Source: an optimization exercise on an open RTL-to-GDS flow (aim: a short achievable clock period and few clock cycles). Production flows keep margins and buffers that such runs may drop. In this exercise RTL edits were held to simulation tests only and were not proved equivalent to the original. No activity file was given, so power comes from the tool's default toggle rates.

**design/flow/design.v**
```verilog
module mario_cpu (
	input clock, reset,
	input up_button, down_button, left_button, right_button,
	input [15:0] mem_rdata,
	output [15:0] mem_addr,
	output [15:0] mem_wdata,
	output mem_we
);
reg [15:0] MA;            
reg        MAd;           
reg        WE;            
reg [15:0] WD;            
reg        vD;            
reg [15:0] pcD;           
reg [15:0] LFA;           
reg        vE;            
reg [15:0] pcE, pcE1;     
reg [7:0]  dispE;         
reg [15:0] A, B;          
reg [3:0]  dE;            
reg [15:0] csel;          
reg        predE;         
reg        predD;         
reg        LBv;           
reg [15:0] LBpc, LBtgt;
reg [4:0]  FL;            
reg        ld1, ld2;      
reg [3:0]  ld1d, ld2d;
reg        hzE;           
reg [255:0] rf;
reg isLD, isST, isJ, isBR, isWAIT, isB1, isB2, isALU;
reg o_add, o_sub, o_cin, o_cmp, o_cmpu, o_and, o_or, o_xor, o_lsh, o_rsh, o_bad;
reg f_zf;
assign mem_addr  = MA;
assign mem_we    = WE;
assign mem_wdata = WD;
wire cond = |(csel & {1'b0, 1'b1, FL[0] | FL[1], ~FL[0] & ~FL[1], FL[3] | FL[1], ~FL[3] & ~FL[1],
                      ~FL[2], FL[2], ~FL[0], FL[0], ~FL[3], FL[3], ~FL[4], FL[4], ~FL[1], FL[1]});
wire exe    = vE & ~hzE;
wire [15:0] BTE = pcE + {{8{dispE[7]}}, dispE};
wire br_tk  = isBR & cond;
wire br_fix = exe & (br_tk ^ predE);
wire j_tk   = exe & isJ & cond;
wire e_rep  = vE & (hzE | isWAIT);      
wire e_redir = br_fix | j_tk | e_rep;
wire memE   = exe & (isLD | isST);
wire early  = e_redir | memE;
wire [15:0] early_val = (j_tk | memE) ? B : e_rep ? pcE : br_tk ? BTE : pcE1;
wire [15:0] Bx = o_sub ? ~B : B;
wire ci = o_sub ? ~(o_cin & FL[4]) : (o_cin & FL[4]);
wire [16:0] S = {1'b0, A} + {1'b0, Bx} + {16'd0, ci};
wire zero = (S[15:0] == 16'd0);
wire ovf  = (A[15] == Bx[15]) & (S[15] != A[15]);
wire eq   = (A == B);
wire ltu  = A < B;
wire lts  = {~A[15], A[14:0]} < {~B[15], B[14:0]};
wire cmp_lt = o_cmpu ? ltu : lts;
wire [15:0] shl = A << B;
wire [15:0] shr = A >> B;
wire [15:0] res =
	({16{o_add | o_sub}} & S[15:0]) |
	({16{o_cmp | o_cmpu}} & A) |
	({16{o_and}} & (A & B)) |
	({16{o_or}}  & (A | B)) |
	({16{o_xor}} & (A ^ B)) |
	({16{o_lsh}} & shl) |
	({16{o_rsh}} & shr) |
	({16{isB1}}  & {14'd0, ~up_button, ~down_button}) |
	({16{isB2}}  & {~left_button, {15{~right_button}}});
wire [4:0] fl_new = o_bad ? 5'b11111 :
	{o_sub & ~S[16],
	 (o_cmp | o_cmpu) & cmp_lt,
	 f_zf & ovf,
	 (f_zf & zero) | ((o_cmp | o_cmpu) & eq),
	 (o_cmp | o_cmpu) & ~cmp_lt & ~eq};
wire wr_e = exe & (isALU | isB1 | isB2);
wire [15:0] w = mem_rdata;
wire [3:0] op = w[15:12], ext = w[7:4], wd = w[11:8], ws = w[3:0];
wire n_isLD = (op == 4'h4) & (ext == 4'h0);
wire n_isST = (op == 4'h4) & (ext == 4'h4);
wire n_isJ  = (op == 4'h4) & (ext == 4'hC);
wire n_isBR = (op == 4'hC);
wire n_isWAIT = (op == 4'h0) & (ext == 4'h0);
wire n_isB1 = (op == 4'h0) & (ext == 4'h4);
wire n_isB2 = (op == 4'h0) & (ext == 4'h8);
wire n_isALU = ~(n_isLD | n_isST | n_isJ | n_isBR | n_isWAIT | n_isB1 | n_isB2);
wire r0 = (op == 4'h0);
wire [3:0] key = r0 ? ext : op;
wire kok = ~r0 ? ((op != 4'h4) & (op != 4'h8) & (op != 4'hC) & (op != 4'hD) & (op != 4'hE)) : 1'b1;
wire n_add  = kok & ((key == 4'h5) | (key == 4'h6) | (key == 4'h7));
wire n_sub  = kok & ((key == 4'h9) | (key == 4'hA));
wire n_cin  = kok & ((key == 4'h7) | (key == 4'hA));
wire n_cmp  = kok & (key == 4'hB);
wire n_cmpu = kok & (key == 4'hF);
wire n_and  = kok & (key == 4'h1);
wire n_or   = kok & (key == 4'h2);
wire n_xor  = kok & (key == 4'h3);
wire n_sh   = (op == 4'h8) & ~ext[3];
wire n_lsh  = n_sh & ~ext[0];
wire n_rsh  = n_sh & ext[0];
wire n_bad  = n_isALU & ~(n_add | n_sub | n_cmp | n_cmpu | n_and | n_or | n_xor | n_sh);
wire n_zf   = kok & ((key == 4'h5) | (key == 4'h7) | (key == 4'h9) | (key == 4'hA));
wire imm8   = op[1] | op[0];
wire imm4   = (op == 4'h8) & (ext[3:2] == 2'b00);
wire n_mem  = n_isLD | n_isST;
wire d_ok = vD & ~e_redir;                         
wire ldE  = exe & isLD;
wire hz   = ~n_isBR & ((ldE & ((wd == dE) | (ws == dE))) | (ld1 & ((wd == ld1d) | (ws == ld1d))));
wire [15:0] rd_d = rf[16*wd +: 16];
wire [15:0] rd_s = rf[16*ws +: 16];
wire fw_d = wr_e & (dE == wd);
wire fw_s = wr_e & (dE == ws);
wire [15:0] va = fw_d ? res : rd_d;
wire [15:0] vs = fw_s ? res : rd_s;
wire [15:0] vb = imm8 ? {8'd0, w[7:0]} : imm4 ? {12'd0, ws} : vs;
wire hit = LBv & (LFA == LBpc);
wire [15:0] seq = hit ? LBtgt : LFA + 16'd1;
wire [15:0] ma_n = early ? early_val : seq;
wire vd_n = ~MAd & ~e_redir;
always @(posedge clock, negedge reset) begin
	if (!reset) begin
		MA <= 16'd0; LFA <= 16'd0; MAd <= 1'b0; WE <= 1'b0; WD <= 16'd0; hzE <= 1'b0; vD <= 1'b0; pcD <= 16'd0;
		vE <= 1'b0; pcE <= 16'd0; pcE1 <= 16'd0; dispE <= 8'd0;
		A <= 16'd0; B <= 16'd0; dE <= 4'd0; csel <= 16'd0; predE <= 1'b0; predD <= 1'b0; LBv <= 1'b0; LBpc <= 16'd0; LBtgt <= 16'd0;
		FL <= 5'd0; ld1 <= 1'b0; ld1d <= 4'd0; ld2 <= 1'b0; ld2d <= 4'd0;
		isLD <= 1'b0; isST <= 1'b0; isJ <= 1'b0; isBR <= 1'b0; isWAIT <= 1'b0;
		isB1 <= 1'b0; isB2 <= 1'b0; isALU <= 1'b0;
		o_add <= 1'b0; o_sub <= 1'b0; o_cin <= 1'b0; o_cmp <= 1'b0; o_cmpu <= 1'b0;
		o_and <= 1'b0; o_or <= 1'b0; o_xor <= 1'b0; o_lsh <= 1'b0; o_rsh <= 1'b0; o_bad <= 1'b0;
		f_zf <= 1'b0;
	end else begin
		MA <= ma_n;
		if (!memE) LFA <= ma_n;
		MAd <= memE;
		WE <= memE & isST;
		WD <= A;
		vD <= vd_n;
		pcD <= MA;
		ld1 <= ldE;
		ld1d <= dE;
		ld2 <= ld1;
		ld2d <= ld1d;
		if (exe & isALU) FL <= fl_new;
		vE <= d_ok;
		hzE <= hz;
		pcE <= pcD;
		pcE1 <= pcD + 16'd1;
		dispE <= w[7:0];
		A <= va;
		B <= vb;
		dE <= wd;
		csel <= 16'd1 << wd;
		predD <= hit;
		predE <= predD;
				if (exe & br_tk & dispE[7]) begin
			LBv <= 1'b1;
			LBpc <= pcE;
			LBtgt <= BTE;
		end
		isLD <= n_isLD; isST <= n_isST; isJ <= n_isJ; isBR <= n_isBR; isWAIT <= n_isWAIT;
		isB1 <= n_isB1; isB2 <= n_isB2; isALU <= n_isALU;
		o_add <= n_add; o_sub <= n_sub; o_cin <= n_cin; o_cmp <= n_cmp; o_cmpu <= n_cmpu;
		o_and <= n_and; o_or <= n_or; o_xor <= n_xor; o_lsh <= n_lsh; o_rsh <= n_rsh; o_bad <= n_bad;
		f_zf <= n_zf;
	end
end
genvar g;
generate
	for (g = 0; g < 16; g = g + 1) begin : regs
		always @(posedge clock, negedge reset) begin
			if (!reset) rf[16*g +: 16] <= 16'd0;
			else if (wr_e & (dE == g)) rf[16*g +: 16] <= res;
			else if (ld2 & (ld2d == g)) rf[16*g +: 16] <= mem_rdata;
		end
	end
endgenerate
endmodule
```
**design/flow/flow/run.sh**
```bash
#!/bin/bash
# The standard layout, with timing repair aiming below the clock period: the
# setup margin makes repair_timing work until the slack exceeds it.
set -euo pipefail
MARGIN=$(cat flow/margin.txt)
bash standard.sh SETUP_SLACK_MARGIN=$MARGIN finish > standard_flow.log 2>&1
```
**design/flow/flow/margin.txt**
```
6.5
```
**design/flow/standard.sh**
```bash
#!/bin/bash
# synth_recipe.tcl (not shown) runs the flow's synth.tcl, then flattens the netlist and writes it again
# the make line also repeats each setting of config.mk as NAME=value (left out here)
make -C /OpenROAD-flow-scripts/flow DESIGN_CONFIG=/design/flow/config.mk WORK_HOME=/design/flow/orfs CLKGATE_MAP_FILE= SYNTH_SCRIPT=/design/flow/synth_recipe.tcl "${@:-finish}"
```
**design/flow/config.mk**
```make
export PLATFORM = sky130hd
export DESIGN_NAME = mario_cpu
export DESIGN_NICKNAME = mario_cpu
export VERILOG_FILES = /design/flow/design.v
export SDC_FILE = /design/flow/constraint.sdc
export NUM_CORES = 4
export LEC_CHECK = 0
export CAP_MARGIN = 20
export CORE_MARGIN = 2
export CORE_UTILIZATION = 40
export SLEW_MARGIN = 20
export TNS_END_PERCENT = 100
```
**design/flow/constraint.sdc**
```tcl
create_clock -name core_clock -period 9.0 [get_ports {clock}]
set_input_delay 1.8000 -clock core_clock [delete_from_list [all_inputs] [get_ports {clock}]]
set_output_delay 1.8000 -clock core_clock [all_outputs]
set_load 0.01 [all_outputs]
```
==> results of run 1 <==
report_power, final:
| part | switching [mW] | internal, mW |
|---|---|---|
| Sequential | 0.916 | 3.02 |
| Combinational | 2.78 | 2.90 |
| Clock | 0.990 | 1.51 |
| Total | 4.69 | 7.43 |
routing by layer:
metal / wire length, um / GRT usage (%) / share of wire [%]
met4: 7880 / 16.5 / 6.7
met5: 92 / 0 / 0.078
met2: 53500 / 46.4 / 45
met3: 12800 / 6.46 / 11
met1: 43800 / 37.9 / 37
area by class of cell:
class,instances,share of cell area (%)
timing repair buffer,328,11.3
tap,969,3.14
antenna,1,0.00647
sequential,486,31.6
multi-input combinational,2047,48.1
inverter,58,0.641
clock buffer,81,4.20
clock inverter,20,1.04
timing repair:
| item | in CTS | in global routing |
|---|---|---|
| endpoints found under the setup margin | 806 | 684 |
| pin swaps | 52 | 40 |
| resized for setup | 525 | 229 |
| buffers inserted | 110 | 58 |
| cloned | 44 | 10 |
worst register-to-register path, cell delays in order (launching register included):
cell and delay (ps):
sky130_fd_sc_hd__dfrtp_2 430, sky130_fd_sc_hd__buf_12 150, sky130_fd_sc_hd__xor2_4 150, sky130_fd_sc_hd__fa_2 400, sky130_fd_sc_hd__fa_2 390, sky130_fd_sc_hd__buf_6 140
sky130_fd_sc_hd__a211oi_4 220, sky130_fd_sc_hd__o21a_1 180, sky130_fd_sc_hd__buf_6 110, sky130_fd_sc_hd__o31ai_2 60, sky130_fd_sc_hd__a21o_1 220, sky130_fd_sc_hd__a41o_1 230
sky130_fd_sc_hd__mux2i_2 180, sky130_fd_sc_hd__a21oi_4 300, sky130_fd_sc_hd__buf_12 200, sky130_fd_sc_hd__buf_12 130, sky130_fd_sc_hd__a21oi_2 40
flip-flops by register name, indices dropped and copies added, names as in the netlist, 4 cells and up:
name and cells:
rf 256, dispE 8, FL 5, LBtgt 16, pcD 16, MA 16, A 16, LBpc 16
B 16, WD 16, pcE 16, ld1d 4, ld2d 4, csel 15, LFA 16, dE 4
pcE1 16
kinds of logic after synthesis:
| group | after synthesis | share of synthesized area (%) |
|---|---|---|
| AOI/OAI and AO/OA | 686 | 14.1 |
| muxes | 454 | 23.4 |
| DFF | 486 | 40.8 |
| xor gates and xnor gates | 97 | 2.85 |
| and+or+nand+nor | 721 | 11.3 |
| adders and majority gates | 84 | 3.60 |
| buffers and inverters | 289 | 3.94 |
worst max path at each step:
stage                     cells after the start     startpoint  slack (ps)       to
after floorplan                              14           B[0]        5300    FL[1]
after global placement                        7  mem_rdata[12]        4020     B[5]
after detailed placement                      7  mem_rdata[12]        4000     B[5]
after CTS                                    10           B[0]        5420    FL[1]
after global routing                         11          o_sub        5310    FL[1]
final                                        16           B[0]        5340  rf[222]
cells in the final DEF, fill, tap and decap left out, drive strengths merged, types with 12 or more instances in the layout:
cell	synthesis	routed
a211oi	87	87
a21o	13	13
a21oi	208	208
a22oi	12	12
a31oi	17	17
and3	12	12
buf	63	294
bufbuf	0	21
clkbuf	168	90
dfrtp	486	486
ha	81	81
inv	54	56
mux2	144	144
mux2i	132	132
mux4	178	178
nand2	256	256
nand2b	31	31
nand3	32	32
nand4	13	13
nor2	203	203
nor2b	73	73
nor3	28	28
nor4	15	15
o21ai	228	231
xnor2	34	34
xor2	63	63
==> run summary, run 1 <==
Worst setup path
The largest stage delay on the critical path is 430 ps. Walking the worst path, the cells encountered are buf_12, xor2_4, fa_2, fa_2, buf_6, a211oi_4, o21a_1, buf_6, o31ai_2, a21o_1, a41o_1, mux2i_2, a21oi_4, buf_12, buf_12, a21oi_2. Data arrives at the worst endpoint at 4190 ps.

For the worst flop-to-flop path, the logic depth is 16. The worst register-to-register path has a setup slack of between 5000 and 6000 ps. The endpoint required time on the critical path is 9530 ps. The cell seen most often among critical-path stages is sky130_fd_sc_hd__buf_12.

The buffer and inverter count on the worst path is 5. Among all stages on the critical path, the largest delay is contributed by sky130_fd_sc_hd__dfrtp_2. The beginning of the worst register-to-register path is B[0]. The nature of the critical path endpoint is a flip-flop. The terminus of the critical flop-to-flop path is rf[222].

The peak fanout along the critical path is 8. In this design, the largest share of critical-path delay is due to compound AO/OA/AOI/OAI gates. The type of the setup path with the least slack is reg2reg. The worst setup path is launched from a flip-flop.

Route
The number of violations reported at the end of detailed-routing iteration 0 is approximately 3,200. In this run the remaining antenna-violating nets after routing total 0. The overall routed net length is roughly 120 mm. After detailed routing, the number of remaining DRC violations is 0. In the routed layout, each cell is associated on average with a via count of about 6.4. The count of vias placed by the detailed router is between 20,000 and 30,000.

The first detailed-routing pass ran for 6 iterations. The average routed wire per standard cell is between 20 and 30 um.

Timing
At the pin with the least slew margin, the transition time is between 1000 and 1500 ps. The final worst clock skew is 51.0 ps. The ratio of final minimum period to clock period is ~41%.

The clock period could shrink to about 3700 ps. Setup repair after global routing could not meet its margin everywhere. The setup-violating endpoint count in the final report is 0. Based on the critical path, the design can be clocked at up to between 0.2 and 0.3 GHz. The post-layout worst setup margin is between 5000 and 6000 ps. Final hold analysis gives a worst-case slack of 358 ps. Headroom to the max-slew limit came out at about a quarter. The sum of negative setup slack is 0 ps. The hold violation count in the final report is 0. The number of pins exceeding their max-slew limit in the final report came to 0.

Cells and area
At the end of the flow the core is filled with cells to 52.2%. The fill cell total of the finished layout is ~6,300. In the final layout, the multi-input gates occupy 18,600 um^2. The fraction of final layout cells with drive strength greater than 1 is 38.0%. The synthesis-to-finish area growth is 29.8%. In the final design database the tool counted about 3,100 nets. The finished layout holds 3,990 standard cells, fillers aside.

The final non-filler cell area is approximately 39,000 um^2. The footprint of the flip-flops and latches is approximately 12,000 um^2.

Logic synthesis
Sorting the synthesized cells by area gives the leading types as sky130_fd_sc_hd__dfrtp_1, sky130_fd_sc_hd__mux4_2, sky130_fd_sc_hd__mux2_2. Of the synthesized area, sequential elements account for between 40% and 50%. The number of distinct library cell variants in the gate-level netlist after synthesis is 84. The biggest area contributor in the post-synthesis netlist is sky130_fd_sc_hd__dfrtp_1.

The number of synthesis warnings is 1. The average instance area after synthesis is around 11 um^2. The most common cell in the synthesized netlist is sky130_fd_sc_hd__dfrtp_1. The synthesized design contains about 500 register bits. In this run the biggest area consumer among cell types represents about two fifths of the synthesized area. In this run, synthesis inferred 0 flip-flops with an integrated enable. By count the netlist is led by sky130_fd_sc_hd__dfrtp_1, sky130_fd_sc_hd__nand2_1, sky130_fd_sc_hd__o21ai_0. The synthesized area is about 30,000 um^2. The number of nets handed over by synthesis was around 3,000.

The fraction of synthesis flops using an asynchronous set or reset pin is between 90% and 100%. In the synthesized netlist, the number of instances is roughly 2,800. The most used flip-flop cell after synthesis is sky130_fd_sc_hd__dfrtp_1.

Clock network
The number of CTS-inserted buffers is between 50 and 60. Buffers inserted to repair hold after CTS numbered 0. CTS placed an instance of sky130_fd_sc_hd__clkbuf_16 at the clock tree root.

In this run the number of H-tree levels came out at 2. The clock reaches the later pin of the worst-skew pair after around 650 ps. The clock sink total is about 490.

The maximum root-to-sink buffer count is 3. The TritonCTS clock tree is built. The clock-pin slew reported for the worst setup and hold paths after clock tree synthesis is roughly 60 ps.

Pwr
The total power after layout is 12.1 mW. For this design the ratio of total power to cell area is roughly 310 nW/um^2. Summed over all cells, the static leakage comes to approximately 16 nW. The peak supply drop is around 180 uV.

Global route
The first global-routing pass estimated ~170 mm of wire. After global routing the overflow that remains totals 0. Global routing used around 29% of the available tracks across all layers. The maximum number of pins on one net before global-route repair is 108. The via count of the first global-routing pass is 25,300. The initial antenna violation count is 3.

Min path
The start point of the worst hold path is predD. The worst hold endpoint is predE. In this run the worst hold path is classified as reg2reg. The cell depth of the worst min-delay path is 0.

Floorplanning
The horizontal die dimension is between 200 and 300 um. The full die area is 76,700 um^2. The floorplan has 100 rows.

The count of pins on the block boundary is 55. After floorplanning, the core was sized to cover 74,100 um^2. In this run the vertical extent of the chip is 277 um. The initial utilization of the core area, before any placement, comes to 40.2%.

Placement
After detailed placement, the design holds a cell count of between 3,000 and 4,000. The minimum setup slack after placement is approximately 4000 ps. The half-perimeter wire length of the detailed placement result is ~64 mm. The instance area after placement is 31,500 um^2. During placement, the flow inserted port buffers numbering 54. The final RePlAce weighted congestion is around 0.95.

Flow run
The number of max-capacitance violations reported is 0.

Status
The run finished with no timing, DRC or antenna violations.
Testbench counts, summed over its fixed seeds: cycles 55,964.
==> run 2, diff against run 1 <==
==> design/flow/run.sh (new file) <==
#!/bin/bash
# synth_recipe.tcl (not shown) runs the flow's synth.tcl, then flattens the netlist and writes it again
# the make line also repeats each setting of config.mk as NAME=value (left out here)
make -C /OpenROAD-flow-scripts/flow DESIGN_CONFIG=/design/flow/config.mk WORK_HOME=/design/flow/orfs CLKGATE_MAP_FILE= SYNTH_SCRIPT=/design/flow/synth_recipe.tcl finish
--- a/design/flow/config.mk
+++ b/design/flow/config.mk
@@ -7,2 +7,3 @@
 export LEC_CHECK = 0
+export ABC_CLOCK_PERIOD_IN_PS = 2500
 export CAP_MARGIN = 20
@@ -10,2 +11,3 @@
 export CORE_UTILIZATION = 40
+export SETUP_SLACK_MARGIN = 5
 export SLEW_MARGIN = 20
removed: design/flow/flow/run.sh
removed: design/flow/flow/margin.txt
removed: design/flow/standard.sh
==> run 2 against run 1 <==
Against the previous run: still clean; first-iteration DRC count down 16%; hold slack worse by 3.6 ps; setup slack got worse by 350 ps; fmax down 8.8%; cell count shrank 5.3%; via count decreased by 8.5%; power shrank 15%; critical path depth is 5 lower; flip-flop and latch count unchanged; critical path type unchanged; critical endpoint is now FL[1]; highest routed layer is now met4.
==> run summary, run 2 <==
Status
The flow ran to the end and the layout has no timing, DRC or antenna violations.

Logic synthesis
Yosys attributes the largest share of cell area to sky130_fd_sc_hd__dfrtp_1, sky130_fd_sc_hd__mux4_2, sky130_fd_sc_hd__mux2_2. The share of the Yosys chip area taken by registers is around two fifths. The dominant cell type by area after synthesis is sky130_fd_sc_hd__dfrtp_1. Counting instances in the post-synthesis netlist gives the leading cell types as sky130_fd_sc_hd__dfrtp_1, sky130_fd_sc_hd__nand2_1, sky130_fd_sc_hd__o21ai_0.

The cell area that synthesis handed to floorplanning was between 20,000 and 30,000 um^2. The primary flip-flop cell chosen by synthesis mapping is sky130_fd_sc_hd__dfrtp_1. The cell count after synthesis is 2,817.

Synthesis inferred around 500 register bits. After synthesis, the share of flip-flops with an asynchronous set or reset is 100%. For this run, the number of Yosys warnings is 1. The average instance area after synthesis is roughly 11 um^2. The most common cell in the synthesized netlist is sky130_fd_sc_hd__dfrtp_1. The number of nets produced by synthesis is between 2,000 and 3,000. Counting distinct cell types in the post-synthesis netlist gives 84. The fraction of post-synthesis cell area in the top cell type by area is 40.8%. The number of flops mapped to enable cells by yosys is 0.

Floorplanning
Once the floorplan was initialized, standard cells occupied roughly two fifths of the core. The horizontal die dimension is between 200 and 300 um. In this run the vertical extent of the chip is ~280 um. The floorplan step defined a die boundary enclosing 76,700 um^2. The total area inside the core boundary comes to 74,100 um^2. The row count is 100. 55 I/O pins were placed.

Pwr
VDD sags by at most around 150 uV. For this design the ratio of total power to cell area is 309 nW/um^2. The leakage power figure is 13.9 nW.

Clock network
The H-tree depth reported by CTS is 2. The cts-stage hold buffer count is 0. The clock sink total is roughly 500. The root buffer cell is sky130_fd_sc_hd__clkbuf_16.

The clock reaches the later pin of the worst-skew pair after approximately 630 ps. The clock-pin slew reported for the worst setup and hold paths after clock tree synthesis is ~60 ps. The clock passes through at most 3 buffers.

The TritonCTS clock tree is built. Counting the buffers created by CTS gives 55.

Cells and area
Of the cells placed in the final design, the portion with a size suffix greater than 1 is 19.9%. The top cell types in the final layout, fill and taps aside, are sky130_fd_sc_hd__dfrtp_1, sky130_fd_sc_hd__nand2_1, sky130_fd_sc_hd__o21ai_0, sky130_fd_sc_hd__a21oi_1, sky130_fd_sc_hd__nor2_1. The library cell used most frequently in the layout, excluding fill and tap cells, is sky130_fd_sc_hd__dfrtp_1. The count of nets after finishing is between 2,000 and 3,000.

The sequential cells in the finished layout cover a total of about 12,000 um^2. The number of cells in the finished layout apart from fillers is approximately 3,800. The number of flip-flops in the largest register is about 260. Counting flops per register, the top entry is rf. The synthesis-to-finish area growth is 11.4%. The multi-input combinational cells in the finished layout cover a total of around 17,000 um^2.

The filler cells instantiated in the layout total roughly 6,800.

Global route
The via count of the first global-routing pass is 23,500. The remaining global-route overflow is 0. The wire length of the first global-routing pass is between 150 and 200 mm. Global routing used a little over a quarter of the available tracks across all layers. The initial antenna violation count is 6. The maximum number of pins on one net before global-route repair is 172.

Timing
For the finished layout, the period the worst path requires is around 4000 ps. Timing would allow up to between 0.2 and 0.25 GHz. The worst slew margin relative to its limit is 23.4%. The clock arrives with approximately 33 ps of skew. At the pin with the least slew margin, the transition time is around 1100 ps. Setup slack on the critical path of the routed design comes to between 4000 and 5000 ps. The sum of negative setup slack is 0 ps. The number of pins exceeding their max-slew limit in the final report is 0. Setup repair after global routing could not meet its margin everywhere. The hold violation count in the final report is 0. Setup violations remaining at the end of the flow were counted as 0. In the finished design, the share of the clock period the worst path needs comes to 44.6%.

Min path
The class of the most critical hold timing path is reg2reg.

Route
The first TritonRoute pass finished after 8 iterations. The number of violations reported at the end of detailed-routing iteration 0 is between 2,000 and 3,000. The overall routed net length is 101 mm. In the routed design, unresolved DRC markers number 0. Using the TritonRoute via totals, the vias-per-cell ratio works out to between 6 and 7. The count of nets left with antenna violations once routing finished came out at 0. After detailed routing, the average wire length per cell comes to around 27 um. The final route contains between 20,000 and 25,000 vias.

Placement
The final RePlAce weighted congestion is around 0.94. At the placement stage, the worst setup path has a slack of just under 4000 ps. The half-perimeter wire length of the detailed placement result is 62.6 mm. Including well taps, the total number of placed cells is 3,670. During placement, the flow inserted port buffers numbering 54.

Worst setup path
STA classifies the critical path endpoint as a flip-flop. The origin of the worst setup path is B[0]. Of all nets on the critical path, the largest fanout is 38. In this run the critical register-to-register path is launched from B[0]. The worst reg-to-reg setup slack is 4990 ps.

STA classifies the critical path startpoint as a flip-flop. The arrival time at the worst endpoint is 4540 ps. The endpoint required time on the critical path is around 9500 ps. Measured in cells, the most critical reg-to-reg path has a length of 11.

In this run the critical register-to-register path is captured at FL[1]. Following the worst setup path forward leads to its endpoint at FL[1]. The worst setup path is of the reg2reg kind.

Flow run
Across the run, the number of max-cap violations was 0.
run 2: cell counts after synthesis:
No cell type changed its count.
run 2: what timing repair did:
action | in CTS | in global routing
resized for setup | 10 | 10
setup buffers | 1 | 2
pin swaps | 1 | 2
setup endpoints to repair | 96 | 87
run 2: worst max-delay path: stages, from the launching register on:
cell                       delay [ps]
sky130_fd_sc_hd__dfrtp_2          450
sky130_fd_sc_hd__buf_12           200
sky130_fd_sc_hd__xor2_1           190
sky130_fd_sc_hd__fa_1             440
sky130_fd_sc_hd__fa_1             480
sky130_fd_sc_hd__xor2_1           210
sky130_fd_sc_hd__or4_1            470
sky130_fd_sc_hd__or3_1            340
sky130_fd_sc_hd__or4_1            420
sky130_fd_sc_hd__nor4b_1          280
sky130_fd_sc_hd__nand4b_1         170
sky130_fd_sc_hd__o31ai_1          220
run 2: cells by family after synthesis:
| logic type | synth area share (%) |
|---|---|
| AND/OR/NAND/NOR | 11.3 |
| XOR/XNOR | 2.85 |
| AO/OA/AOI/OAI | 14.1 |
| flip-flops | 40.8 |
| multiplexers | 23.4 |
| buffers and inverters | 3.94 |
| adder cells (fa/ha/maj) | 3.60 |
run 2: power by group:
part | switching, mW | internal, mW | total [mW]
Sequential | 0.768 | 3.01 | 3.78
Combinational | 2.18 | 2.02 | 4.20
Clock | 0.963 | 1.31 | 2.27
Total | 3.91 | 6.35 | 10.3
run 2: metal layers:
layer	global-route usage [%]	vias to the layer above	part of all wire (%)
li1	-	10200	-
met1	33.9	11800	40
met2	42.6	1199	47
met3	4.32	301	8.3
met4	12.0	0	5.0
met5	0	-	0
run 2: area by class of cell:
cell class | count | share of cell area, %
antenna | 3 | 0.0226
clock buffer | 75 | 4.83
clock inverter | 26 | 0.739
inverter | 58 | 0.679
multi-input combinational | 2042 | 50.1
sequential | 486 | 36.7
tap | 969 | 3.65
timing repair buffer | 120 | 3.34
run 2: worst min-delay path by stage:
stage	start	end	slack [ps]	cells after the start
floorplan	predD	predE	330	0
global placement	predD	predE	340	0
detailed placement	predD	predE	340	0
CTS	predD	predE	350	0
global route	predD	predE	380	0
finish	predD	predE	350	0
run 2: stage by stage:
stage / hold WS, ps / utilization (%) / instance area, um^2 / power (mW)
floorplan: 331 / - / 29800 / 6.46
global placement: 338 / 42.0 / 31100 / 7.72
detailed placement: 336 / 42.1 / 31200 / 7.86
CTS: 349 / 44.6 / 33100 / 10.2
global route: 382 / 44.8 / 33200 / 10.8
finish: 354 / 44.8 / 33200 / 10.3
==> run 3, diff against run 2 <==
--- a/design/flow/design.v
+++ b/design/flow/design.v
@@ -19,2 +19,4 @@
 reg [15:0] A, B;          
+reg [3:0]  Bs;            
+reg [15:0] AD;            
 reg [3:0]  dE;            
@@ -26,2 +28,3 @@
 reg [4:0]  FL;            
+reg        ci;            
 reg        ld1, ld2;      
@@ -47,16 +50,15 @@
 wire early  = e_redir | memE;
-wire [15:0] early_val = (j_tk | memE) ? B : e_rep ? pcE : br_tk ? BTE : pcE1;
-wire [15:0] Bx = o_sub ? ~B : B;
-wire ci = o_sub ? ~(o_cin & FL[4]) : (o_cin & FL[4]);
-wire [16:0] S = {1'b0, A} + {1'b0, Bx} + {16'd0, ci};
-wire zero = (S[15:0] == 16'd0);
-wire ovf  = (A[15] == Bx[15]) & (S[15] != A[15]);
-wire eq   = (A == B);
-wire ltu  = A < B;
-wire lts  = {~A[15], A[14:0]} < {~B[15], B[14:0]};
-wire cmp_lt = o_cmpu ? ltu : lts;
-wire [15:0] shl = A << B;
-wire [15:0] shr = A >> B;
+wire [15:0] early_val = (j_tk | memE) ? AD : e_rep ? pcE : br_tk ? BTE : pcE1;
+wire [15:0] S16 = A + B + {15'd0, ci};
+wire [16:0] S = {1'b0, A} + {1'b0, B} + {16'd0, ci};    
+wire [15:0] sp = A ^ B;
+wire [15:0] st = A | B;
+wire zero = &(sp ~^ {st[14:0], ci});
+wire shbig = |B[15:4];
+wire ovf  = (A[15] == B[15]) & (S16[15] != A[15]);
+wire lt   = o_cmpu ? ~S[16] : (S16[15] ^ ovf);
+wire [15:0] shl = shbig ? 16'd0 : A << Bs;
+wire [15:0] shr = shbig ? 16'd0 : A >> Bs;
 wire [15:0] res =
-	({16{o_add | o_sub}} & S[15:0]) |
+	({16{o_add | o_sub}} & S16) |
 	({16{o_cmp | o_cmpu}} & A) |
@@ -71,6 +73,6 @@
 	{o_sub & ~S[16],
-	 (o_cmp | o_cmpu) & cmp_lt,
+	 (o_cmp | o_cmpu) & lt,
 	 f_zf & ovf,
-	 (f_zf & zero) | ((o_cmp | o_cmpu) & eq),
-	 (o_cmp | o_cmpu) & ~cmp_lt & ~eq};
+	 (f_zf | o_cmp | o_cmpu) & zero,
+	 (o_cmp | o_cmpu) & ~lt & ~zero};
 wire wr_e = exe & (isALU | isB1 | isB2);
@@ -107,3 +109,6 @@
 wire ldE  = exe & isLD;
-wire hz   = ~n_isBR & ((ldE & ((wd == dE) | (ws == dE))) | (ld1 & ((wd == ld1d) | (ws == ld1d))));
+wire use_d = ~(n_isBR | n_isJ | n_isWAIT | n_isLD);
+wire use_s = ~(n_isBR | n_isWAIT | n_isB1 | n_isB2 | imm8 | imm4);
+wire hz   = (ldE & ((use_d & (wd == dE)) | (use_s & (ws == dE)))) |
+            (ld1 & ((use_d & (wd == ld1d)) | (use_s & (ws == ld1d))));
 wire [15:0] rd_d = rf[16*wd +: 16];
@@ -115,2 +120,5 @@
 wire [15:0] vb = imm8 ? {8'd0, w[7:0]} : imm4 ? {12'd0, ws} : vs;
+wire inv_b = n_sub | n_cmp | n_cmpu;
+wire c4 = (exe & isALU) ? fl_new[4] : FL[4];
+wire ci_n = inv_b ? ~(n_cin & c4) : (n_cin & c4);
 wire hit = LBv & (LFA == LBpc);
@@ -123,4 +131,4 @@
 		vE <= 1'b0; pcE <= 16'd0; pcE1 <= 16'd0; dispE <= 8'd0;
-		A <= 16'd0; B <= 16'd0; dE <= 4'd0; csel <= 16'd0; predE <= 1'b0; predD <= 1'b0; LBv <= 1'b0; LBpc <= 16'd0; LBtgt <= 16'd0;
-		FL <= 5'd0; ld1 <= 1'b0; ld1d <= 4'd0; ld2 <= 1'b0; ld2d <= 4'd0;
+		A <= 16'd0; B <= 16'd0; Bs <= 4'd0; AD <= 16'd0; dE <= 4'd0; csel <= 16'd0; predE <= 1'b0; predD <= 1'b0; LBv <= 1'b0; LBpc <= 16'd0; LBtgt <= 16'd0;
+		FL <= 5'd0; ci <= 1'b0; ld1 <= 1'b0; ld1d <= 4'd0; ld2 <= 1'b0; ld2d <= 4'd0;
 		isLD <= 1'b0; isST <= 1'b0; isJ <= 1'b0; isBR <= 1'b0; isWAIT <= 1'b0;
@@ -149,3 +157,6 @@
 		A <= va;
-		B <= vb;
+		B <= vb ^ {16{inv_b}};
+		Bs <= vb[3:0];
+		if (n_mem | n_isJ) AD <= vs;
+		ci <= ci_n;
 		dE <= wd;
==> design/flow/flow/run.sh (new file) <==
#!/bin/bash
# The standard layout, with timing repair aiming below the clock period: the
# setup margin makes repair_timing work until the slack exceeds it.
set -euo pipefail
MARGIN=$(cat flow/margin.txt)
bash standard.sh SETUP_SLACK_MARGIN=$MARGIN finish > standard_flow.log 2>&1
==> design/flow/flow/margin.txt (new file) <==
6.5
==> design/flow/standard.sh (new file) <==
#!/bin/bash
# synth_recipe.tcl (not shown) runs the flow's synth.tcl, then flattens the netlist and writes it again
# the make line also repeats each setting of config.mk as NAME=value (left out here)
make -C /OpenROAD-flow-scripts/flow DESIGN_CONFIG=/design/flow/config.mk WORK_HOME=/design/flow/orfs CLKGATE_MAP_FILE= SYNTH_SCRIPT=/design/flow/synth_recipe.tcl "${@:-finish}"
--- a/design/flow/config.mk
+++ b/design/flow/config.mk
@@ -7,3 +7,2 @@
 export LEC_CHECK = 0
-export ABC_CLOCK_PERIOD_IN_PS = 2500
 export CAP_MARGIN = 20
@@ -11,3 +10,2 @@
 export CORE_UTILIZATION = 40
-export SETUP_SLACK_MARGIN = 5
 export SLEW_MARGIN = 20
removed: design/flow/run.sh
==> run 3 against run 2 <==
Against the previous run: synthesized cell count grew 2.2%; global-route usage rose by 3.7 points; setup slack better by 320 ps; cell count grew 9.0%; sequential share of layout area down 5.4 points; non-clock buffer count rose by 291; core utilization is 9.6 points higher; power grew 9.4%; clock skew down 4.7 ps; register-to-register slack better by 320 ps; final area rose by 22%.
==> run summary, run 3 <==
Cells and area
At the end of the flow the core is filled with cells to a little over half. The top cell types in the final layout, fill and taps aside, are sky130_fd_sc_hd__dfrtp_1, sky130_fd_sc_hd__nand2_1, sky130_fd_sc_hd__mux2i_1, sky130_fd_sc_hd__mux4_2, sky130_fd_sc_hd__buf_4. The area taken by multi-input logic gates is 18,800 um^2.

Of the cells placed in the final design, the portion with a size suffix greater than 1 is 39.6%. The synthesis-to-finish area growth is 34.3%. Summing all flip-flop and latch instances after layout gives 12,700 um^2. The register with the most flip-flops in the layout has 256 of them. The library cell used most frequently in the layout, excluding fill and tap cells, is sky130_fd_sc_hd__dfrtp_1. The count of nets after finishing is around 3,200. The fill cell total of the finished layout is roughly 6,000.

With fillers left out, the area of the finished cells amounts to just over 40,000 um^2. The largest register by flop count is rf.

Worst setup path
The type of the setup path with the least slack is reg2reg. STA classifies the critical path endpoint as a flip-flop. The peak fanout along the critical path is 5. The startpoint identified for the worst register-to-register timing path is A[1].

The endpoint required time on the critical path is roughly 9500 ps. On the worst path, the slowest cell contributes a delay of 550 ps. The buffer and inverter count on the worst path is 4.

Among the stages of the critical path, the cell type that occurs most often is sky130_fd_sc_hd__buf_12. The highest-delay cell along the critical path is sky130_fd_sc_hd__dfrtp_4. Data arrives at the worst endpoint at about 4200 ps. Traced cell by cell, the critical path runs through inv_4, ha_4, nor2b_4, o31a_1, o211ai_1, buf_4, a21o_1, a21oi_2, o21ai_1, nand2_1, fa_2, a221oi_4, o21ai_4, buf_12, buf_12, mux2_4. The sort of element at the start of the critical path is a flip-flop. The dominant delay contributor by cell family on the critical path is compound AO/OA/AOI/OAI gates.

The origin of the worst setup path is A[1].

Logic synthesis
Summing every instance area after synthesis gives between 30,000 and 40,000 um^2. The average instance area after synthesis is approximately 10 um^2. After synthesis, the most frequently instantiated cells are sky130_fd_sc_hd__dfrtp_1, sky130_fd_sc_hd__nand2_1, sky130_fd_sc_hd__nor2_1. The number of synthesis warnings is 1. The dominant cell type by area after synthesis is sky130_fd_sc_hd__dfrtp_1. Summing the areas of all compound-gate instances in the mapped netlist gives between 10% and 20% of the synthesized area. In the synthesized netlist the dominant register cell turns out to be sky130_fd_sc_hd__dfrtp_1.

Synthesis produced roughly 2,900 cells. In the post-synthesis netlist, the biggest area contributors are sky130_fd_sc_hd__dfrtp_1, sky130_fd_sc_hd__mux4_2, sky130_fd_sc_hd__mux2i_1. By area, the combinational part of the netlist is dominated by multiplexers.

For this run, the register share of the synthesized area comes to a little over two fifths. The synthesized-area fraction occupied by adder cells is around 2.4%. The number of nets produced by synthesis is around 3,000. The fraction of post-synthesis cell area in the top cell type by area is approximately two fifths. Yosys mapped a number of flops with a built-in enable equal to 0. Counting flops and latches in the post-synthesis netlist gives slightly above 500. In the synthesized netlist the async set-or-reset flop fraction comes to 100%. The most numerous cell in the Yosys netlist is sky130_fd_sc_hd__dfrtp_1. After Yosys synthesis, XOR and XNOR cells account for under 10% of the synthesized area. After synthesis, the share of cell area in mux cells is a little under a quarter. The post-synthesis share of cell area spent on and, or, nand and nor gates is roughly 11%. The number of distinct library cell variants in the gate-level netlist after synthesis is a little over 80.

Min path
In this run the worst hold path is classified as reg2reg. The worst hold path begins at predD.

Floorplanning
The full die area is approximately 78,000 um^2. The floorplan step set the die height to around 280 um. The core region is approximately 75,000 um^2.

The effective utilization at floorplan is 40.5%. The count of pins on the block boundary is 55. The die is 279 um wide. The row count is 100.

Route
In this run the remaining antenna-violating nets after routing total 0. The first TritonRoute pass finished after 8 iterations. The remaining routing DRC violations is 0. The overall routed net length is around 120 mm. After detailed routing, the average wire length per cell comes to 29.5 um. The number of violations reported at the end of detailed-routing iteration 0 is roughly 3,300. In the routed layout, each cell is associated on average with a via count of between 6 and 7.

Summing over every cut layer, the via total after detailed routing is between 20,000 and 30,000.

Timing
The maximum achievable frequency is 0.271 GHz. The hold violation count in the final report was 0. Setup total negative slack on the finished layout was measured at 0 ps.

Hold timing on the final database bottoms out at a slack of about 350 ps. The ratio of final minimum period to clock period is about two fifths. The number of pins exceeding their max-slew limit in the final report is 0.

Setup violations remaining at the end of the flow were counted as 0. For the pin with the worst max-slew slack, the measured transition is roughly 1200 ps. The worst slew margin relative to its limit is between 10% and 20%.

The final critical path time including I/O delays and setup is roughly 3700 ps. Setup repair after global routing could not meet its margin everywhere. The final worst clock skew is between 20 and 30 ps.

Global route
The via count of the first global-routing pass is approximately 26,000. The met3 track utilization from global routing is 6.39%. The initial antenna violation count came to 2. The first global-routing pass estimated 172 mm of wire. The met2 track demand over resource in global routing is between 40% and 50%.

The overall global routing resource usage is about 30%. Global routing used roughly two fifths of the available met1 tracks. Entering global routing, the biggest net connects 96 pins.

The most congested layer reported by global routing is met2. The remaining global-route overflow is 0.

Clock network
The clock drives between 500 and 600 sinks. Clock-pin slew was measured on the worst setup and hold paths at about 70 ps. The H-tree depth reported by CTS is 2. The number of clock buffers added by TritonCTS is 57. The later pin in the worst-skew pair is clocked with a latency of between 600 and 700 ps. TritonCTS built the clock tree. The root buffer cell is sky130_fd_sc_hd__clkbuf_16. No sink is reached through more buffers than the 3 on the longest clock path.

Pwr
The peak supply drop is ~170 uV. Summed over all cells, the static leakage comes to 17.0 nW. The ratio of total power to cell area is 277 nW/um^2. Total power for the finished layout comes to between 10 and 15 mW.

Placement
The count of buffers inserted at the top-level ports is 54. At the end of routability-driven placement, the weighted congestion stood at around 0.94. In this run the cell area measured after placement is around 32,000 um^2. After legalization and detailed placement, the total HPWL measured roughly 63 mm.

Status
The flow ran to the end and the layout has no timing, DRC or antenna violations.

Flow run
The number of max-capacitance violations reported is 0.
## run 3: cell types whose count changed in the layout (fill, tap and decap cells not counted), moves of 46 or more
cell	delta
sky130_fd_sc_hd__o21ai_2	+47
sky130_fd_sc_hd__a21oi_2	+69
sky130_fd_sc_hd__o21ai_1	+123
sky130_fd_sc_hd__mux2_2	-78
sky130_fd_sc_hd__buf_12	+46
sky130_fd_sc_hd__ha_1	-53
sky130_fd_sc_hd__a21oi_1	-73
sky130_fd_sc_hd__o21ai_0	-177
sky130_fd_sc_hd__buf_6	+54
sky130_fd_sc_hd__buf_4	+116
sky130_fd_sc_hd__mux2i_1	+63
## run 3: final cells by class
| class | count | area share [%] |
|---|---|---|
| tap | 969 | 2.99 |
| sequential | 506 | 31.3 |
| antenna | 1 | 0.00617 |
| timing repair inverter | 1 | 0.0123 |
| multi-input combinational | 2057 | 46.4 |
| clock inverter | 29 | 1.05 |
| clock buffer | 77 | 3.97 |
| timing repair buffer | 411 | 13.5 |
| inverter | 67 | 0.823 |
## run 3: metrics by stage
stage | setup slack [ps] | std cells
after CTS | 5380 | 4026
after global placement | 3900 | 3711
after global routing | 5240 | 4117
final | 5310 | 4118
after detailed placement | 3760 | 3712
after floorplan | 5340 | 2879
## run 3: kinds of logic after synthesis
| family | count (synthesis) |
|---|---|
| AOI/OAI and AO/OA | 672 |
| xor gates and xnor gates | 105 |
| adders and majority gates | 55 |
| buffers and inverters | 324 |
| DFF | 506 |
| muxes | 470 |
| and+or+nand+nor | 747 |
## run 3: final timing paths
kind                                   to  slack (ps)  depth (start not counted)
min in group asynchronous       LBtgt[10]        1170                          1
worst max-delay path                A[15]        5310                         16
worst min register to register      predE         350                          0
worst min-delay path                predE         350                          0
max in group asynchronous          pcD[2]        6690                          2
worst max register to register      A[15]        5310                         16
## run 3: power by group
group | total [mW] | internal [mW] | switching, mW
clock | 2.54 | 1.49 | 1.05
combinational | 4.91 | 2.50 | 2.41
sequential | 3.77 | 3.02 | 0.755
## run 3: repair_timing
item,in CTS,in global routing
setup buffers,151,75
setup endpoints to repair,766,445
cloned,57,16
pin swaps,82,73
resized for setup,601,301
hold buffers,0,0
## run 3: routing by layer
metal  part of all wire [%]  vias to the layer above
met3                     11                      436
li1                       -                    11000
met4                    6.0                        0
met2                     45                     1744
met5                      0                        -
met1                     38                    13500
Testbench counts of run 3, summed over its fixed seeds: cycles 55,691.
==> run 4, diff against run 3 <==
==> design/flow/flow/run.sh (replaced) <==
#!/bin/bash
# The standard layout (bash standard.sh), with extra make settings from
# flow/args.txt: a setup margin that makes repair_timing work below the
# clock period, and the like. Each tool's output goes to its log under orfs/logs;
# make's own output goes to standard_flow.log.
set -euo pipefail
mapfile -t ARGS < <(grep -v '^#' flow/args.txt | grep -v '^$')
bash standard.sh "${ARGS[@]}" finish > standard_flow.log 2>&1
==> design/flow/flow/args.txt (new file) <==
SETUP_SLACK_MARGIN=6.5
ADDER_MAP_FILE=
removed: design/flow/flow/margin.txt
==> run 4 against run 3 <==
Against the previous run: critical endpoint is now B[0]; global-route usage shrank 0.060 points; critical path type is now in2reg; sequential power grew 7.7%; final area grew 1.7%; first-iteration DRC count is essentially flat; cell count grew 1.7%; via count grew 1.5%; register-to-register slack gained 400 ps; clock power is essentially flat; routed wire length grew 0.23%; hold slack gained 1.1 ps.
==> run summary, run 4 <==
Status
The flow ran to the end and the layout has no timing, DRC or antenna violations.

Global route
The wire length of the first global-routing pass is roughly 170 mm. The overall global routing resource usage is slightly below 30%. Entering global routing, the biggest net connects 89 pins. The via count of the first global-routing pass is roughly 26,000. The initial antenna violation count came to 3. The remaining global-route overflow is 0.

Cells and area
Leaving out fill and tap cells, the most frequent cell in the layout is sky130_fd_sc_hd__dfrtp_1. Summing all multi-input logic gate instances after layout gives 19,300 um^2. The count of nets after finishing is between 3,000 and 4,000. The register with the most flip-flops in the layout has 256 of them.

The footprint of the flip-flops and latches is 12,700 um^2. The fraction of final layout cells with drive strength greater than 1 is between 40% and 50%. In the layout the commonest cells are sky130_fd_sc_hd__dfrtp_1, sky130_fd_sc_hd__mux2i_1, sky130_fd_sc_hd__mux4_2, sky130_fd_sc_hd__buf_4, sky130_fd_sc_hd__nand2_1.

The layout has ~6,000 filler cells. The largest register by flop count is rf. From synthesis to final layout, the design area changed by 37.8%. The final non-filler cell area is between 40,000 and 50,000 um^2.

Timing
Hold is met by ~350 ps. Setup repair after global routing could not meet its margin everywhere. Timing would allow up to between 0.2 and 0.3 GHz.

Across the routed clock network, the largest skew measured is around 16 ps. The worst-margin pin slew is 1040 ps. After layout, the worst path uses a little under two fifths of the clock period. The clock period could shrink to between 3000 and 4000 ps. The hold violation count in the final report is 0. The number of pins exceeding their max-slew limit in the final report is 0.

The worst pin sits at a relative slew slack of a little under a third. The setup-violating endpoint count in the final report is 0. For the final routed database, the setup TNS stands at 0 ps.

Worst setup path
STA puts the critical path data arrival time at roughly 3900 ps. The worst reg-to-reg setup slack is ~5700 ps. The highest-delay cell along the critical path is sky130_fd_sc_hd__mux4_2.

The signal on the critical path passes through buf_16, buf_16, mux4_2, mux4_2, mux2_4, mux2_4, xor2_1. The peak fanout along the critical path is 8. Data on the critical path is required at its endpoint by roughly 9500 ps. Counting cells, the worst reg-to-reg path comes to 11.

In this design, the largest share of critical-path delay is due to multiplexers. The worst register-to-register path begins at A[5]. The worst setup path is captured at a flip-flop. The endpoint identified for the worst register-to-register timing path is A[15]. The largest stage delay on the critical path is roughly 500 ps. The number of buffers and inverters on the critical path is 2. The sort of element at the start of the critical path is a primary input.

The type of the setup path with the least slack is in2reg.

Logic synthesis
For this run, the number of Yosys warnings is 1. The share of synthesized area occupied by flip-flops and latches is a little over two fifths. In this run, synthesis produced a sequential element count of 506.

For this run, asynchronously set or reset flops after synthesis account for between 90% and 100%. After synthesis, the cell types taking the most area are sky130_fd_sc_hd__dfrtp_1, sky130_fd_sc_hd__mux4_2, sky130_fd_sc_hd__mux2i_1. Of all cell types, the one taking the most synthesized area is sky130_fd_sc_hd__dfrtp_1.

The most numerous cell in the Yosys netlist is sky130_fd_sc_hd__dfrtp_1. The primary flip-flop cell chosen by synthesis mapping is sky130_fd_sc_hd__dfrtp_1. Synthesis produced a netlist with a net count of a little under 3,000. The cell count after synthesis is between 2,000 and 3,000.

The commonest cells after synthesis are sky130_fd_sc_hd__dfrtp_1, sky130_fd_sc_hd__nand2_1, sky130_fd_sc_hd__o21ai_0. The synthesized netlist occupies a cell area of 30,000 um^2. The fraction of post-synthesis cell area in the top cell type by area is around 42%. The number of distinct library cell variants in the gate-level netlist after synthesis is 79. In this run, synthesis inferred 0 flip-flops with an integrated enable.

The average instance area after synthesis is just over 10 um^2.

Placement
Once detailed placement completed, the half-perimeter wirelength came to 62.8 mm. The instance area after placement is approximately 32,000 um^2. The count of buffers inserted at the top-level ports is 54. Routability-driven placement finished with a final weighted congestion of around 0.94.

Pwr
IR analysis of the VDD net gives a maximum drop of approximately 180 uV. The leakage power figure is ~18 nW. The ratio of total power to cell area is approximately 300 nW/um^2. Summing internal, switching and leakage power gives 12.1 mW.

Floorplanning
In this run the count of I/O pins placed on the die edge is 55. The overall die height is about 280 um. The horizontal die dimension is ~280 um. The floorplan step defined a die boundary enclosing just under 80,000 um^2. The effective utilization at floorplan is 40.3%. The area of the core region is about 74,000 um^2. The row count is 100.

Route
The count of vias placed by the detailed router is roughly 27,000. The average routed wire per standard cell is 29.0 um. The remaining routing DRC violations is 0. The overall routed net length is 122 mm.

For this run, the detailed router's first-pass iteration total came to 5. In this run, the number of DRC markers left after iteration 0 of detailed routing was around 3,300. The detail route stage leaves a number of antenna-violating nets equal to 0. The detailed-route vias per instance is 6.47.

Clock network
The maximum root-to-sink buffer count is 3. TritonCTS created 55 clock buffers. At the later pin of the worst-skew pair, clock insertion delay measures roughly 620 ps. The tree is rooted in a sky130_fd_sc_hd__clkbuf_16.

Clock-pin slew was measured on the worst setup and hold paths at approximately 70 ps. TritonCTS built the clock tree. The H-tree depth reported by CTS is 2. The clock sink total is 506.

Min path
The class of the most critical hold timing path is reg2reg. The start point of the worst hold path is predD. The cell depth of the worst min-delay path is 0. The worst hold path terminates at predE.

Flow run
The number of max-capacitance violations reported is 0.
run 4: how the worst max path moves through the flow:
stage                 startpoint    to  slack, ps  cells past startpoint
floorplan           mem_rdata[0]  B[0]       5350                      6
global placement    mem_rdata[0]  B[0]       3780                      7
detailed placement  mem_rdata[0]  B[0]       3750                      7
CTS                 mem_rdata[0]  B[0]       5710                      7
global route        mem_rdata[3]  B[0]       5610                      8
finish              mem_rdata[0]  B[0]       5640                      7
run 4: report_power, final:
part | switching [mW] | leakage [nW] | internal [mW] | total (mW)
registers | 0.953 | 6.44 | 3.11 | 4.06
clock network | 1.01 | 0.987 | 1.51 | 2.52
logic | 2.63 | 10.7 | 2.90 | 5.53
run 4: cell type report:
class | instances | share of cell area (%)
Antenna cell | 1 | 0.00606
Clock buffer | 81 | 4.03
Clock inverter | 22 | 0.845
Inverter | 37 | 0.418
Multi-Input combinational cell | 2123 | 46.7
Sequential cell | 506 | 30.8
Tap cell | 969 | 2.94
Timing Repair Buffer | 447 | 14.2
run 4: worst register-to-register path: cells and delay by family, from the launching register on:
kind	cells	cell delay, ps
AO/OA/AOI/OAI	2	340
XOR/XNOR	1	470
buffers and inverters	3	450
flip-flops	1	560
multiplexers	2	460
AND/OR/NAND/NOR	3	880
run 4: stage by stage:
step	std cells	worst slack, ps	utilization, %
global placement	3757	3780	42.8
finish	4186	5640	55.6
CTS	4090	5710	51.1
detailed placement	3758	3750	42.8
global route	4185	5610	55.6
floorplan	2931	5350	-
run 4: repair_timing:
item	CTS	global route
pin swaps	83	90
endpoints found under the setup margin	618	534
gates resized for setup	604	632
setup buffers	181	77
gates cloned	48	18
hold buffers	0	0
run 4: layer usage:
| layer | track usage, % | vias up | wire (um) |
|---|---|---|---|
| li1 | - | 11200 | - |
| met1 | 37.5 | 13600 | 44600 |
| met2 | 46.3 | 1741 | 55100 |
| met3 | 7.03 | 530 | 13500 |
| met4 | 17.6 | 4 | 8400 |
| met5 | 0 | - | 29 |
run 4: cells by family after synthesis:
logic type | share of synthesized area (%)
xor gates and xnor gates | 3.80
AOI/OAI and AO/OA | 13.5
muxes | 24.4
and+or+nand+nor | 11.8
buffers and inverters | 3.95
DFF | 42.3
adders and majority gates | 0.271
==> run 5, diff against run 4 <==
--- a/design/flow/design.v
+++ b/design/flow/design.v
@@ -21,2 +21,6 @@
 reg [15:0] AD;            
+reg        fA, fB, fS;    
+reg [15:0] RES, RESB;     
+reg        RESv;          
+reg [3:0]  RESd;
 reg [3:0]  dE;            
@@ -50,19 +54,23 @@
 wire early  = e_redir | memE;
-wire [15:0] early_val = (j_tk | memE) ? AD : e_rep ? pcE : br_tk ? BTE : pcE1;
-wire [15:0] S16 = A + B + {15'd0, ci};
-wire [16:0] S = {1'b0, A} + {1'b0, B} + {16'd0, ci};    
-wire [15:0] sp = A ^ B;
-wire [15:0] st = A | B;
+wire [15:0] early_val = (j_tk | memE) ? ADe : e_rep ? pcE : br_tk ? BTE : pcE1;
+wire [15:0] Ae  = fA ? RES : A;
+wire [15:0] Be  = fB ? RESB : B;
+wire [3:0]  Bse = fB ? RES[3:0] : Bs;
+wire [15:0] ADe = fS ? RES : AD;
+wire [15:0] S16 = Ae + Be + {15'd0, ci};
+wire [16:0] S = {1'b0, Ae} + {1'b0, Be} + {16'd0, ci};    
+wire [15:0] sp = Ae ^ Be;
+wire [15:0] st = Ae | Be;
 wire zero = &(sp ~^ {st[14:0], ci});
-wire shbig = |B[15:4];
-wire ovf  = (A[15] == B[15]) & (S16[15] != A[15]);
+wire shbig = |Be[15:4];
+wire ovf  = (Ae[15] == Be[15]) & (S16[15] != Ae[15]);
 wire lt   = o_cmpu ? ~S[16] : (S16[15] ^ ovf);
-wire [15:0] shl = shbig ? 16'd0 : A << Bs;
-wire [15:0] shr = shbig ? 16'd0 : A >> Bs;
+wire [15:0] shl = shbig ? 16'd0 : Ae << Bse;
+wire [15:0] shr = shbig ? 16'd0 : Ae >> Bse;
 wire [15:0] res =
 	({16{o_add | o_sub}} & S16) |
-	({16{o_cmp | o_cmpu}} & A) |
-	({16{o_and}} & (A & B)) |
-	({16{o_or}}  & (A | B)) |
-	({16{o_xor}} & (A ^ B)) |
+	({16{o_cmp | o_cmpu}} & Ae) |
+	({16{o_and}} & (Ae & Be)) |
+	({16{o_or}}  & (Ae | Be)) |
+	({16{o_xor}} & (Ae ^ Be)) |
 	({16{o_lsh}} & shl) |
@@ -115,6 +123,6 @@
 wire [15:0] rd_s = rf[16*ws +: 16];
+wire [15:0] va = (RESv & (RESd == wd)) ? RES : rd_d;
+wire [15:0] vs = (RESv & (RESd == ws)) ? RES : rd_s;
 wire fw_d = wr_e & (dE == wd);
 wire fw_s = wr_e & (dE == ws);
-wire [15:0] va = fw_d ? res : rd_d;
-wire [15:0] vs = fw_s ? res : rd_s;
 wire [15:0] vb = imm8 ? {8'd0, w[7:0]} : imm4 ? {12'd0, ws} : vs;
@@ -131,3 +139,3 @@
 		vE <= 1'b0; pcE <= 16'd0; pcE1 <= 16'd0; dispE <= 8'd0;
-		A <= 16'd0; B <= 16'd0; Bs <= 4'd0; AD <= 16'd0; dE <= 4'd0; csel <= 16'd0; predE <= 1'b0; predD <= 1'b0; LBv <= 1'b0; LBpc <= 16'd0; LBtgt <= 16'd0;
+		A <= 16'd0; B <= 16'd0; fA <= 1'b0; fB <= 1'b0; fS <= 1'b0; RES <= 16'd0; RESB <= 16'd0; RESv <= 1'b0; RESd <= 4'd0; Bs <= 4'd0; AD <= 16'd0; dE <= 4'd0; csel <= 16'd0; predE <= 1'b0; predD <= 1'b0; LBv <= 1'b0; LBpc <= 16'd0; LBtgt <= 16'd0;
 		FL <= 5'd0; ci <= 1'b0; ld1 <= 1'b0; ld1d <= 4'd0; ld2 <= 1'b0; ld2d <= 4'd0;
@@ -143,3 +151,3 @@
 		WE <= memE & isST;
-		WD <= A;
+		WD <= Ae;
 		vD <= vd_n;
@@ -158,2 +166,9 @@
 		B <= vb ^ {16{inv_b}};
+		fA <= fw_d;
+		fB <= fw_s & ~(imm8 | imm4);
+		fS <= fw_s;
+		RES <= res;
+		RESB <= res ^ {16{inv_b}};
+		RESv <= wr_e;
+		RESd <= dE;
 		Bs <= vb[3:0];
@@ -165,3 +180,3 @@
 		predE <= predD;
-				if (exe & br_tk & dispE[7]) begin
+		if (exe & br_tk & dispE[7]) begin
 			LBv <= 1'b1;
@@ -182,3 +197,3 @@
 			if (!reset) rf[16*g +: 16] <= 16'd0;
-			else if (wr_e & (dE == g)) rf[16*g +: 16] <= res;
+			else if (RESv & (RESd == g)) rf[16*g +: 16] <= RES;
 			else if (ld2 & (ld2d == g)) rf[16*g +: 16] <= mem_rdata;
==> run 5 against run 4 <==
Against the previous run: still clean; hold slack better by 2.1 ps; power up 4.6%; clock-buffer cell count increased by 4; non-clock buffer count unchanged; synthesized area is 6.9% higher; combinational power grew 5.4%; critical path type unchanged.
==> run summary, run 5 <==
Min path
The worst hold path begins at predD. The min-delay analysis places its worst path in the category reg2reg.

Cells and area
The number of antenna diodes in the final layout is 0. The synthesis-to-finish area growth is 30.3%. The library cells used most frequently in the layout, excluding fill and tap cells, are sky130_fd_sc_hd__dfrtp_1, sky130_fd_sc_hd__mux2i_1, sky130_fd_sc_hd__nor2_1, sky130_fd_sc_hd__nand2_1, sky130_fd_sc_hd__a21oi_1. The fill cell total of the finished layout is approximately 6,600. The number of cells in the finished layout apart from fillers is between 4,000 and 5,000.

The number of flip-flops in the largest register is approximately 260. The fraction of final layout cells with drive strength greater than 1 is a little over a third. The most frequent standard cell in the layout excluding fill and tap cells is sky130_fd_sc_hd__dfrtp_1. The largest register by flop count is rf. In the final design database the tool counted between 3,000 and 4,000 nets.

Timing
Setup repair after global routing could not meet its margin everywhere. The final critical path time including I/O delays and setup is roughly 3300 ps. The worst slew margin relative to its limit is approximately 5.7%. The number of pins exceeding their max-slew limit in the final report is 0.

For the pin with the worst max-slew slack, the measured transition is roughly 1400 ps. The ratio of final minimum period to clock period is a little under two fifths. Across the routed clock network, the largest skew measured is about 29 ps. Setup violations remaining at the end of the flow were counted as 0.

The hold violation count in the final report is 0. In the final timing run, aggregate negative setup slack is 0 ps. For this run, the top clock speed supported by timing is just over 0.3 GHz.

Logic synthesis
The share of synthesized area occupied by flip-flops and latches is 42.3%. For this run, the number of Yosys warnings is 1. The number of distinct library cell variants in the gate-level netlist after synthesis is between 100 and 150. In the post-synthesis netlist, the cell with the most instances is sky130_fd_sc_hd__dfrtp_1.

After synthesis, the share of flip-flops with an asynchronous set or reset is 100%. The number of flops mapped to enable cells by yosys is 0. Synthesis inferred approximately 540 register bits.

In this run the mean area of a mapped cell was ~10 um^2. After synthesis, the largest area contributor takes up approximately 42% of total cell area. In the post-synthesis netlist, the biggest area contributors are sky130_fd_sc_hd__dfrtp_1, sky130_fd_sc_hd__mux4_2, sky130_fd_sc_hd__mux2i_1. Synthesis produced a netlist with a net count of 3,095.

In the synthesized netlist the dominant register cell turns out to be sky130_fd_sc_hd__dfrtp_1. The commonest cells after synthesis are sky130_fd_sc_hd__dfrtp_1, sky130_fd_sc_hd__mux2i_1, sky130_fd_sc_hd__nor2_1. Summed over all instances, the cell type with the most area after synthesis is sky130_fd_sc_hd__dfrtp_1. The synthesized area is 32,000 um^2.

The cell count after synthesis is 3,073.

Clock network
Counting every sink on the clock net gives 542. The TritonCTS clock tree is built. The number of CTS-inserted buffers is 59. Clock-pin slew was measured on the worst setup and hold paths at 60 ps. The maximum root-to-sink buffer count is 3. The later-pin clock latency in the skew report is ~660 ps. The H-tree depth reported by CTS is 2. CTS placed an instance of sky130_fd_sc_hd__clkbuf_16 at the clock tree root.

Placement
The half-perimeter wire length of the detailed placement result is roughly 70 mm. Once placement completed, the tool counted placed cells totaling 3,964. The count of buffers inserted at the top-level ports is 54. The final RePlAce weighted congestion is 0.957.

Global route
The met3 track utilization from global routing is between 5 and 6%. In this run the most used layer during global routing was met2. The maximum number of pins on one net before global-route repair is 160. The initial antenna violation count is 4. The wire length of the first global-routing pass is about 180 mm. The overall global routing resource usage is roughly 30%. The total overflow left after global routing is 0. Global routing used 37.9% of the available met1 tracks. The via count of the first global-routing pass is approximately 28,000. The met2 track demand over resource in global routing is 47.2%.

Floorplanning
The core region is 79,100 um^2. 55 I/O pins were placed. The die is 287 um tall. The row count is just over 100. Measured along the x axis, the die boundary spans around 290 um. The effective utilization at floorplan is 40.5%. The die covers approximately 82,000 um^2.

Route
The first routing iteration left just under 3,000 violations. Before antenna repair, the detailed router went through 8 iterations. The average routed wire per standard cell is about 28 um. Using the TritonRoute via totals, the vias-per-cell ratio works out to between 6 and 7. In the routed design, unresolved DRC markers number 0.

Detailed routing inserted a total of 27,400 vias. The number of antenna-violating nets in the routed design is 0. The overall routed net length is around 120 mm.

Worst setup path
Data on the critical path arrives at its endpoint at 3840 ps. The beginning of the worst register-to-register path is fA. The nature of the critical path endpoint is a flip-flop.

In this run the worst path has a maximum fanout of 7. The critical path starts at mem_rdata[0]. The type of the setup path with the least slack is in2reg. The endpoint required time on the critical path is 9540 ps. STA classifies the critical path startpoint as a primary input.

Status
The flow ran to the end and the layout has no timing, DRC or antenna violations.

Pwr
The worst-case IR drop observed on VDD is about 180 uV. Power spread over the standard cell area amounts to a little over 300 nW/um^2. The leakage power figure is roughly 17 nW.

Flow run
The number of max-capacitance violations reported is 0.
## run 5: kinds of logic (layout without fill, tap and decap cells)
logic type | count (synthesis) | in the layout | synth area share (%)
simple gates | 816 | 818 | 11.3
compound gates | 652 | 652 | 12.2
mux | 591 | 592 | 25.6
flops | 542 | 542 | 42.3
buf+inv | 313 | 587 | 3.96
xor+xnor | 152 | 152 | 4.30
fa+ha+maj | 7 | 7 | 0.234
## run 5: per-layer routing
metal | vias up | wire (um)
met5 | - | 21
met4 | 4 | 7680
met3 | 458 | 11400
met2 | 1604 | 57000
met1 | 13700 | 46900
li1 | 11600 | -
## run 5: stage by stage
step                cell area, um^2  hold slack (ps)  power [mW]  utilization [%]  worst slack (ps)
floorplan                     33300              331        7.12                -              5210
global placement              33800              340        8.42             42.7              3610
detailed placement            33800              340        8.56             42.7              3490
CTS                           40400              356        12.0             51.0              5740
global route                  41700              368        13.2             52.8              5680
finish                        41700              357        12.7             52.8              5690
## run 5: final cells by class
class / instances / area, um^2 / share of cell area (%)
Inverter: 39 / 180 / 0.432
Tap cell: 1050 / 1310 / 3.15
Sequential cell: 542 / 13600 / 32.6
Clock inverter: 16 / 155 / 0.372
Clock buffer: 85 / 1720 / 4.13
Timing Repair Buffer: 447 / 5180 / 12.4
Multi-Input combinational cell: 2221 / 19600 / 46.9
## run 5: power by group
group	switching, mW	internal, mW	leakage (nW)	total (mW)
sequential	1.05	3.37	6.43	4.43
combinational	2.92	2.91	9.97	5.83
clock	1.06	1.35	0.926	2.41
## run 5: worst max-delay path, stage by stage
cell and delay, ps:
sky130_fd_sc_hd__buf_16 140, sky130_fd_sc_hd__buf_4 130, sky130_fd_sc_hd__mux4_2 500, sky130_fd_sc_hd__mux4_2 560, sky130_fd_sc_hd__mux2_4 300, sky130_fd_sc_hd__mux2_4 270, sky130_fd_sc_hd__xor2_1 140
## run 5: final timing paths
path                                end  slack (ps)  depth (start not counted)
worst max-delay path               B[3]        5690                          7
max in group asynchronous       rf[239]        6680                          2
worst min register to register    predE         360                          0
worst min-delay path              predE         360                          0
worst max register to register       ci        5800                         14
min in group asynchronous        MA[11]        1150                          1
## run 5: what timing repair did
| action | CTS | global route |
|---|---|---|
| hold buffers | 0 | 0 |
| pin swaps | 115 | 115 |
| resized for setup | 612 | 191 |
| gates cloned | 37 | 3 |
| endpoints found under the setup margin | 511 | 514 |
| buffers inserted | 231 | 64 |
Testbench counts of run 5, summed over its fixed seeds: cycles 55,691.

-- afterwards: timing with drivers on the ports --
Ports are ideal in the flow. The routed layouts listed here were re-timed in OpenROAD. Step 1: set_driving_cell puts a clkbuf_16 on clock and a buf_2 on each other input, an assumption about the parent block. Step 2 adds t to the input delays and takes it off the output delays; t is the mean of the earliest and latest rising clock arrival at the registers after step 1. Input paths then give back, and output paths get back, about the clock's delay inside the block. Three values: ideal, step 1, step 2; two values: the first two.
| run | t, ns | slack for setup (ns) | worst setup path at the end | latest minus earliest clock arrival (ns) | worst register clock-pin slew, ns |
|---|---|---|---|---|---|
| run 1 | 0.693 | 5.340 / 5.340 / 5.131 | input to register | 0.057 / 0.057 | 0.07 / 0.07 |
| run 2 | 0.684 | 4.986 / 4.986 / 4.505 | input to register | 0.037 / 0.037 | 0.06 / 0.06 |
| run 3 | 0.715 | 5.307 / 5.307 / 4.644 | input to register | 0.030 / 0.030 | 0.07 / 0.07 |
| run 4 | 0.685 | 5.644 / 5.500 / 4.815 | input to register | 0.019 / 0.018 | 0.07 / 0.07 |
| run 5 | 0.710 | 5.694 / 5.529 / 4.819 | input to register | 0.028 / 0.029 | 0.07 / 0.07 |
After both steps every run listed still meets setup and hold. For run 5, which loses most, drivers alone change the setup slack by -0.165 ns; drivers and shift together by -0.875 ns.
